Background: an optimization exercise with open tools, aiming at small area, a short achievable clock period and few clock cycles per item. Do not read the settings as production practice. Where RTL was checked, it was by simulation tests only, not by an equivalence proof against the original. Power is estimated from default activity; no workload was simulated.

==> flow/design.v <==
module sorting_top #(
    parameter N = 8,
    parameter L = 4
)(
    input wire clk,
    input wire rst,
    input wire Rd,
    input wire WrInit,
    input wire [L-1:0] RAddr,
    input wire [N-1:0] DataIn,
    input wire start,
    output wire [N-1:0] DataOut,
    output wire done
);
    localparam K = 16;
    reg [N-1:0] r [0:K-1];    
    reg [L-1:0] o;            
    reg [N-1:0] rdat;         
    reg         busy;
    reg         done_r;
    wire go  = start & ~busy;
    wire wr  = WrInit & ~start & ~busy;
    wire rot = go | busy;     
    function automatic gt8(input [N-1:0] a, input [N-1:0] b);
        integer n;
        reg c;
        begin
            c = 1'b0;
            for (n = 0; n < N; n = n + 1)
                c = (a[n] & ~b[n]) | ((a[n] | ~b[n]) & c);
            gt8 = c;
        end
    endfunction
    wire [K/2-1:0] sw;
    genvar j;
    generate
        for (j = 0; j < K/2; j = j + 1) begin : g_ce
            assign sw[j] = rot && (o != 2*j+1) && gt8(r[2*j], r[2*j+1]);
        end
    endgenerate
    integer i;
    always @(posedge clk) begin
        for (i = 0; i < K; i = i + 1) begin
            if (rst)
                r[i] <= {N{1'b0}};
            else if (rot) begin
                if (i % 2 == 1)             
                    r[i] <= sw[i/2] ? r[i] : r[i-1];
                else                        
                    r[i] <= sw[((i+K-2)%K)/2] ? r[(i+K-2)%K] : r[(i+K-1)%K];
            end else if (wr && RAddr == i[L-1:0])
                r[i] <= DataIn;
        end
    end
    always @(posedge clk) begin
        rdat <= wr ? DataIn : r[RAddr];
        if (rst || !rot) o <= {L{1'b0}};
        else             o <= o + 1'b1;
        if (rst) begin
            busy <= 1'b0;
            done_r <= 1'b0;
        end else if (go) begin
            busy <= 1'b1;
            done_r <= 1'b0;
        end else if (busy && o == 4'd15) begin
            busy <= 1'b0;
            done_r <= 1'b1;
        end
    end
    assign DataOut = Rd ? rdat : {N{1'b0}};
    assign done = done_r;
endmodule
==> flow/config.mk <==
export PLATFORM = sky130hd
export DESIGN_NAME = sorting_top
export DESIGN_NICKNAME = sorting_top
export VERILOG_FILES = /design/flow/design.v
export SDC_FILE = /design/flow/constraint.sdc
export NUM_CORES = 4
export LEC_CHECK = 0
export CAP_MARGIN = 20
export CORE_MARGIN = 2
export CORE_UTILIZATION = 40
export SETUP_SLACK_MARGIN = 2.8
export SLEW_MARGIN = 20
==> flow/constraint.sdc <==
create_clock -name core_clock -period 5.0 [get_ports {clk}]
set_input_delay 1.0000 -clock core_clock [delete_from_list [all_inputs] [get_ports {clk}]]
set_output_delay 1.0000 -clock core_clock [all_outputs]
set_load 0.01 [all_outputs]
run.sh (not shown) runs the stock make flow with config.mk's settings and CLKGATE_MAP_FILE= SYNTH_SCRIPT=/design/flow/synth_recipe.tcl, a recipe that flattens the netlist after the stock synthesis.
The starting point passed the timing, design-rule and antenna checks.
Next try:
Settings changed: SETUP_SLACK_MARGIN 2.8 to 3.2.
Outcome:
- The new run finished clean
- clock-buffer cell count is lower by 5
- final area is higher by a quarter to a third
- register-to-register slack is better by 0.02 ns
- worst setup slack is better by 0.0039 ns
- first-iteration DRC count is higher by a quarter to a third
- die area does not change
- critical path depth is unchanged
- synthesized cell count does not change
- wire length is higher by about a fifth
Function was not checked in any run of this note: the RTL went through the layout flow alone.

Starts from the design.v that is shown in full above.
Settings: LEC_CHECK=0, CAP_MARGIN=20, CORE_MARGIN=2, CORE_UTILIZATION=40, SETUP_SLACK_MARGIN=2.4, SLEW_MARGIN=20; clock period 5.0 ns.
The starting point finished clean.
Change:
- SETUP_SLACK_MARGIN: 2.4 -> 2.0
=>
- synthesized area does not change
- sequential power hardly moves
- final area drops by 0.54%
No run of this note included a check of the RTL's function; only the layout flow was run.

Setup of alpha:
Another version of the RTL of sorting_top (not shown whole).
For scale: roughly 26 I/O pins.
==> flow/config.mk <==
export PLATFORM = sky130hd
export DESIGN_NAME = sorting_top
export DESIGN_NICKNAME = sorting_top
export VERILOG_FILES = /design/flow/design.v
export SDC_FILE = /design/flow/constraint.sdc
export NUM_CORES = 4
export LEC_CHECK = 0
export CAP_MARGIN = 20
export CORE_MARGIN = 2
export CORE_UTILIZATION = 40
export SLEW_MARGIN = 20
==> flow/constraint.sdc <==
create_clock -name core_clock -period 5.0 [get_ports {clk}]
set_input_delay 1.0000 -clock core_clock [delete_from_list [all_inputs] [get_ports {clk}]]
set_output_delay 1.0000 -clock core_clock [all_outputs]
set_load 0.01 [all_outputs]
The flow did not stop early for alpha: all stages ran, and the layout cleared the timing, design-rule and antenna checks.
Testbench counts of alpha, summed over its fixed seeds: cycles 4,520, sorts 96.
For beta, these inputs were changed with respect to alpha:
Settings: setting SETUP_SLACK_MARGIN to 2.6 for the first time.
==> notes.md <==
Between beta and alpha, the difference in post-placement cell count is negligible. Per the comparison of beta with alpha, share of the clock period used by the worst path lost 24 points; fmax picked up an extra about 36%; pre-CTS worst setup slack picked up an extra 0.083 ns; total non-filler cell area in the finished layout picked up an extra 30%. Worst setup slack, beta and alpha: smaller value in alpha. Relative to alpha, cell depth of the worst setup path has gone up in beta. In beta relative to alpha, routability congestion estimate had gone down by a little under 10%. beta vs alpha on non-clock buffer count in the final layout: beta is the higher one. Wire length of the first global-routing pass for beta: 13% up relative to alpha. Compared beta vs alpha, and combinational cell fraction of total power is up in beta.

re-timing with driven ports:
Ports are ideal in the flow. The routed layouts listed here were re-timed in OpenROAD.
Step 1: set_driving_cell puts a clkbuf_16 on clk and a buf_2 on each other input, an assumption about the parent block.
Step 2, shift: input delay + t, output delay - t, t = (earliest + latest rising clock arrival at the registers) / 2. This alone moves slack from input paths to output paths.
a / b / c = ideal ports / drivers / drivers and shift; a / b = the first two.
| run | t (ns) | setup slack, ns | clock arrival spread, ns | worst data-port slew with drivers (ns) | cell pins on the clock port's net |
|---|---|---|---|---|---|
| the first run of note 1 | 0.482 | 2.647 / 2.609 / 2.271 | 0.014 / 0.014 | 0.08 | 1 |
| the second run of note 1 | 0.489 | 2.651 / 2.605 / 2.222 | 0.014 / 0.014 | 0.21 | 1 |
| the first run of note 2 | 0.480 | 2.420 / 2.424 / 1.944 | 0.011 / 0.011 | 0.07 | 1 |
| the second run of note 2 | 0.478 | 2.055 / 2.026 / 1.656 | 0.012 / 0.012 | 0.04 | 1 |
| alpha | 0.477 | 0.540 / 0.492 / 0.969 | 0.009 / 0.010 | 0.04 | 1 |
| beta | 0.485 | 1.728 / 1.678 / 1.816 | 0.012 / 0.012 | 0.04 | 1 |
After both steps setup and hold are still met in every run listed. The setup slack of the first run of note 2, which loses most, moves by +0.004 ns with the drivers and by -0.476 ns with both steps.
